From an optimization exercise on the open Yosys and OpenROAD flow, aimed at a short achievable clock period and few clock cycles; shortcuts taken in it are not production practice. Function was checked by simulation only, so behaviour that the tests miss may differ from the original.

== run X ==
// mips
module mips
  (
   input         clk,
   input         rst,
   output [31:0] imem_addr,
   input [31:0]  imem_data,
   output        wb_en,
   output [4:0]  wb_reg,
   output [31:0] wb_data
   );
Size: about 19000 cells after synthesis, ~100 I/O pins, ~190000 um^2 of cells after synthesis.
export LEC_CHECK = 0
export CAP_MARGIN = 20
export CORE_MARGIN = 2
export CORE_UTILIZATION = 40
export SLEW_MARGIN = 20
export SYNTH_HIERARCHICAL = 1
create_clock -name core_clock -period 160.0 [get_ports {clk}]
standard.sh (not shown) runs the stock make flow with config.mk's settings and CLKGATE_MAP_FILE= SYNTH_SCRIPT=/design/flow/synth_recipe.tcl, a recipe that flattens the netlist after the stock synthesis.
==> flow/flow/run.sh <==
#!/bin/bash
# The standard layout, with repair_timing aiming for a setup slack of
# REPAIR_MARGIN ns instead of the flow's few ns, so that the resizer works on
# the paths the achieved period depends on. The SDC is the design's.
set -euo pipefail
REPAIR_MARGIN=128
bash standard.sh SETUP_SLACK_MARGIN=$REPAIR_MARGIN finish > standard_make.log 2>&1
Testbench counts of run X, summed over its fixed seeds: cycles 36,450.
Inputs modified between run X and run P:
--- a/flow/design.v
+++ b/flow/design.v
@@ -173,21 +173,17 @@
    input [4:0]   RC,
    input [4:0]   RD,
    output [31:0] busA,
    output [31:0] busB,
    output [31:0] busC,
    output [31:0] busD,
-   output [31:0] written_next,
    input         rst,
    input         clk
    );
     reg [31:0]   registers[31:1];
     reg [31:1]   written;
-    assign written_next = {written, 1'b0} |
-                          ((write_enable && write_register != 5'd0) ? (32'd1 << write_register) : 32'd0) |
-                          ((write_enable2 && write_register2 != 5'd0) ? (32'd1 << write_register2) : 32'd0);
     assign busA = (RS == 5'd0 || !written[RS]) ? 32'd0 : registers[RS];
     assign busB = (RT == 5'd0 || !written[RT]) ? 32'd0 : registers[RT];
     assign busC = (RC == 5'd0 || !written[RC]) ? 32'd0 : registers[RC];
     assign busD = (RD == 5'd0 || !written[RD]) ? 32'd0 : registers[RD];
     always@(posedge clk)
     begin
@@ -211,24 +207,22 @@
 endmodule  
 module fetch_next
   (
    input [31:0]  word,
    input         early_taken,    
    input [31:0]  early_target,
-   input [31:0]  written,        
    input [31:0]  pc_plus4,
    input [31:0]  pc_plus8,
    input [31:0]  pc_plus12,
    input [31:0]  pc_plus16,
    output [31:0] next_pc,
    output        taken           
    );
     wire        is_j = word[31:26] == 6'b000010;
     wire        ubeq = word[31:26] == 6'b000100 && word[15:2] == 14'd0 &&
-                       (word[25:21] == word[20:16] ||
-                        (!written[word[25:21]] && !written[word[20:16]]));
+                       word[25:21] == word[20:16];
     reg [31:0]  ubeq_target;
     always @(*)
     begin
         case (word[1:0])
           2'd0: ubeq_target = pc_plus4;
           2'd1: ubeq_target = pc_plus8;
@@ -256,14 +250,12 @@
     reg         ir_valid;
     assign imem_addr = pc;
     wire [31:0] pc_plus4 = pc + 32'd4;
     wire [31:0] pc_plus8 = pc + 32'd8;
     wire [31:0] pc_plus12 = pc + 32'd12;
     wire [31:0] pc_plus16 = pc + 32'd16;
-    wire [31:0] written_next;
-    wire [31:0] written_soon;
     wire [31:0] fetch_next_pc;
     wire        fetch_taken;
     wire [5:0]  opcode = ir[31:26];
     wire [4:0]  RS = ir[25:21];
     wire [4:0]  RT = ir[20:16];
     wire [4:0]  RD = ir[15:11];
@@ -350,14 +342,12 @@
             .is_addi(is_addi),
             .funct(funct),
             .result(alu_out));
     wire [31:0] result = alu_out;
     wire        do_write = writes && !is_div && !stall;
     wire        div_write = div_busy && div_dest != 5'd0;
-    assign written_soon = written_next |
-                          ((ir_valid && is_div && RD != 5'd0) ? (32'd1 << RD) : 32'd0);
     wire        beq_taken = ir_valid && is_beq && !ir_taken && !stall &&
                             ir[15:0] != 16'd0 && busA == busB;
     wire [31:0] beq_target = pc + {immediate[29:0], 2'b00};
     wire        e_fwd = do_write && dest != 5'd0;
     wire [31:0] early_a = (e_fwd && dest == bt_hit_rs) ? alu_out : busC;
     wire [31:0] early_b = (e_fwd && dest == bt_hit_rt) ? alu_out : busD;
@@ -365,13 +355,12 @@
                               !(div_busy && (bt_hit_rs == div_dest || bt_hit_rt == div_dest)) &&
                               early_a == early_b;
     fetch_next fetch_next(
                           .word(imem_data),
                           .early_taken(early_taken),
                           .early_target(bt_hit_target),
-                          .written(written_soon),
                           .pc_plus4(pc_plus4),
                           .pc_plus8(pc_plus8),
                           .pc_plus12(pc_plus12),
                           .pc_plus16(pc_plus16),
                           .next_pc(fetch_next_pc),
                           .taken(fetch_taken));
@@ -387,13 +376,12 @@
                            .RC(bt_hit_rs),
                            .RD(bt_hit_rt),
                            .busA(busA),
                            .busB(busB),
                            .busC(busC),
                            .busD(busD),
-                           .written_next(written_next),
                            .rst(rst),
                            .clk(clk));
     always @(posedge clk)
     begin
         if (rst)
           div_busy <= 1'b0;
[summary]
Comparing run P and run X, clock latency at the later pin of the worst-skew pair is higher on run X.
What run X reported for non-clock buffer instance count of the final layout has to be multiplied by 0.915 to get the figure for run P.
Count of antenna diodes in the layout was higher in the run labelled run X.
Relative to run X, the design area of run P is lower by 1600 um^2.
In the metrics for run P and run X, the one carrying the lower global-route usage is run P.
Compared with run X, run P improves die footprint.
Testbench counts of run P, summed over its fixed seeds: cycles 36,596.


mips again, from the RTL that the note above started with.
Design mips, start of the top module:
module mips
  (
   input         clk,
   input         rst,
   output [31:0] imem_addr,
   input [31:0]  imem_data,
   output        wb_en,
   output [4:0]  wb_reg,
   output [31:0] wb_data
   );
Settings: LEC_CHECK=0, CAP_MARGIN=20, CORE_MARGIN=2, CORE_UTILIZATION=40, SLEW_MARGIN=20, SYNTH_HIERARCHICAL=1; clock period 160.0 ns.
==> flow/flow/run.sh <==
#!/bin/bash
# The standard layout, with repair_timing aiming for a setup slack of
# REPAIR_MARGIN ns instead of the flow's few ns, so that the resizer works on
# the paths the achieved period depends on. The SDC is the design's.
set -euo pipefail
REPAIR_MARGIN=127
bash standard.sh SETUP_SLACK_MARGIN=$REPAIR_MARGIN finish > standard_make.log 2>&1
Testbench counts at the start, summed over its fixed seeds: cycles 36,450.
Next try:
--- a/flow/design.v
+++ b/flow/design.v
@@ -168,31 +168,27 @@
    input         write_enable2,
    input [4:0]   write_register2,
    input [31:0]  busW2,
    input [4:0]   RS,
    input [4:0]   RT,
    input [4:0]   RC,
    input [4:0]   RD,
    output [31:0] busA,
    output [31:0] busB,
    output [31:0] busC,
    output [31:0] busD,
-   output [31:0] written_next,
    input         rst,
    input         clk
    );
     reg [31:0]   registers[31:1];
     reg [31:1]   written;
-    assign written_next = {written, 1'b0} |
-                          ((write_enable && write_register != 5'd0) ? (32'd1 << write_register) : 32'd0) |
-                          ((write_enable2 && write_register2 != 5'd0) ? (32'd1 << write_register2) : 32'd0);
     assign busA = (RS == 5'd0 || !written[RS]) ? 32'd0 : registers[RS];
     assign busB = (RT == 5'd0 || !written[RT]) ? 32'd0 : registers[RT];
     assign busC = (RC == 5'd0 || !written[RC]) ? 32'd0 : registers[RC];
     assign busD = (RD == 5'd0 || !written[RD]) ? 32'd0 : registers[RD];
     always@(posedge clk)
     begin
         if(rst)
           written <= 31'd0;
         else
         begin
             if(write_enable2 && write_register2 != 5'd0)
@@ -206,34 +202,32 @@
         if(write_enable2 && write_register2 != 5'd0)
           registers[write_register2] <= busW2;
         if(write_enable && write_register != 5'd0)
           registers[write_register] <= busW;
     end  
 endmodule  
 module fetch_next
   (
    input [31:0]  word,
    input         early_taken,    
    input [31:0]  early_target,
-   input [31:0]  written,        
    input [31:0]  pc_plus4,
    input [31:0]  pc_plus8,
    input [31:0]  pc_plus12,
    input [31:0]  pc_plus16,
    output [31:0] next_pc,
    output        taken           
    );
     wire        is_j = word[31:26] == 6'b000010;
     wire        ubeq = word[31:26] == 6'b000100 && word[15:2] == 14'd0 &&
-                       (word[25:21] == word[20:16] ||
-                        (!written[word[25:21]] && !written[word[20:16]]));
+                       word[25:21] == word[20:16];
     reg [31:0]  ubeq_target;
     always @(*)
     begin
         case (word[1:0])
           2'd0: ubeq_target = pc_plus4;
           2'd1: ubeq_target = pc_plus8;
           2'd2: ubeq_target = pc_plus12;
           default: ubeq_target = pc_plus16;
         endcase
     end
     assign next_pc = early_taken ? early_target :
@@ -251,24 +245,22 @@
    output [4:0]  wb_reg,
    output [31:0] wb_data
    );
     reg [31:0]  pc;           
     reg [31:0]  ir;           
     reg         ir_valid;
     assign imem_addr = pc;
     wire [31:0] pc_plus4 = pc + 32'd4;
     wire [31:0] pc_plus8 = pc + 32'd8;
     wire [31:0] pc_plus12 = pc + 32'd12;
     wire [31:0] pc_plus16 = pc + 32'd16;
-    wire [31:0] written_next;
-    wire [31:0] written_soon;
     wire [31:0] fetch_next_pc;
     wire        fetch_taken;
     wire [5:0]  opcode = ir[31:26];
     wire [4:0]  RS = ir[25:21];
     wire [4:0]  RT = ir[20:16];
     wire [4:0]  RD = ir[15:11];
     wire [5:0]  funct = ir[5:0];
     wire [31:0] immediate = { {16{ir[15]}}, ir[15:0] };
     wire        is_r    = opcode == 6'b000000;
     wire        is_lui  = opcode == 6'b001111;
     wire        is_addi = opcode == 6'b001000;
@@ -345,60 +337,56 @@
     alu alu(
             .busA(busA),
             .busB(busB),
             .imm(immediate),
             .is_lui(is_lui),
             .is_addi(is_addi),
             .funct(funct),
             .result(alu_out));
     wire [31:0] result = alu_out;
     wire        do_write = writes && !is_div && !stall;
     wire        div_write = div_busy && div_dest != 5'd0;
-    assign written_soon = written_next |
-                          ((ir_valid && is_div && RD != 5'd0) ? (32'd1 << RD) : 32'd0);
     wire        beq_taken = ir_valid && is_beq && !ir_taken && !stall &&
                             ir[15:0] != 16'd0 && busA == busB;
     wire [31:0] beq_target = pc + {immediate[29:0], 2'b00};
     wire        e_fwd = do_write && dest != 5'd0;
     wire [31:0] early_a = (e_fwd && dest == bt_hit_rs) ? alu_out : busC;
     wire [31:0] early_b = (e_fwd && dest == bt_hit_rt) ? alu_out : busD;
     wire        early_taken = bt_hit && !(ir_valid && is_div) &&
                               !(div_busy && (bt_hit_rs == div_dest || bt_hit_rt == div_dest)) &&
                               early_a == early_b;
     fetch_next fetch_next(
                           .word(imem_data),
                           .early_taken(early_taken),
                           .early_target(bt_hit_target),
-                          .written(written_soon),
                           .pc_plus4(pc_plus4),
                           .pc_plus8(pc_plus8),
                           .pc_plus12(pc_plus12),
                           .pc_plus16(pc_plus16),
                           .next_pc(fetch_next_pc),
                           .taken(fetch_taken));
     register_file reg_file(
                            .write_enable(do_write),
                            .write_register(dest),
                            .busW(result),
                            .write_enable2(div_busy),
                            .write_register2(div_dest),
                            .busW2(d1_quo),
                            .RS(RS),
                            .RT(RT),
                            .RC(bt_hit_rs),
                            .RD(bt_hit_rt),
                            .busA(busA),
                            .busB(busB),
                            .busC(busC),
                            .busD(busD),
-                           .written_next(written_next),
                            .rst(rst),
                            .clk(clk));
     always @(posedge clk)
     begin
         if (rst)
           div_busy <= 1'b0;
         else
           div_busy <= div_start;
     end
     always @(posedge clk)
     begin
- wire length is higher by 2.2%
- die area is lower by 0.63%
- via count is higher by 1.1%
- flip-flop and latch count is unchanged
- worst hold slack loses 0.0096 ns
- worst setup slack gains 0.067 ns
- final area is lower by 0.81%
- non-clock buffer count is higher by 46
- fmax is about the same
- cell count hardly moves
- area after synthesis is lower by 0.63%
Testbench counts after the change, summed over its fixed seeds: cycles 36,596.

[port drivers added, routing unchanged]
How much do the figures lean on ideal ports? The routed layouts below were timed once more, with nothing changed but the port constraints. Step 1: set_driving_cell puts a clkbuf_16 on clk and a buf_2 on each other input, an assumption about the parent block. Step 2 also shifts input and output timing later by t, the mid clock arrival at the registers, as if the neighbouring blocks saw the same clock. a / b / c = ideal ports / drivers / drivers and shift; a / b = the first two.
| run | t (ns) | setup slack, ns | clock arrival spread, ns |
|---|---|---|---|
| run X | 1.080 | 126.393 / 126.261 / 125.416 | 0.170 / 0.170 |
| run P | 1.065 | 126.444 / 126.325 / 125.881 | 0.118 / 0.118 |
| the first run of note 2 | 1.107 | 126.347 / 126.208 / 125.416 | 0.209 / 0.209 |
| the second run of note 2 | 1.067 | 126.414 / 126.267 / 126.026 | 0.107 / 0.107 |
After both steps every run listed still meets setup and hold. For run X, which loses most, drivers alone change the setup slack by -0.132 ns; drivers and shift together by -0.977 ns.
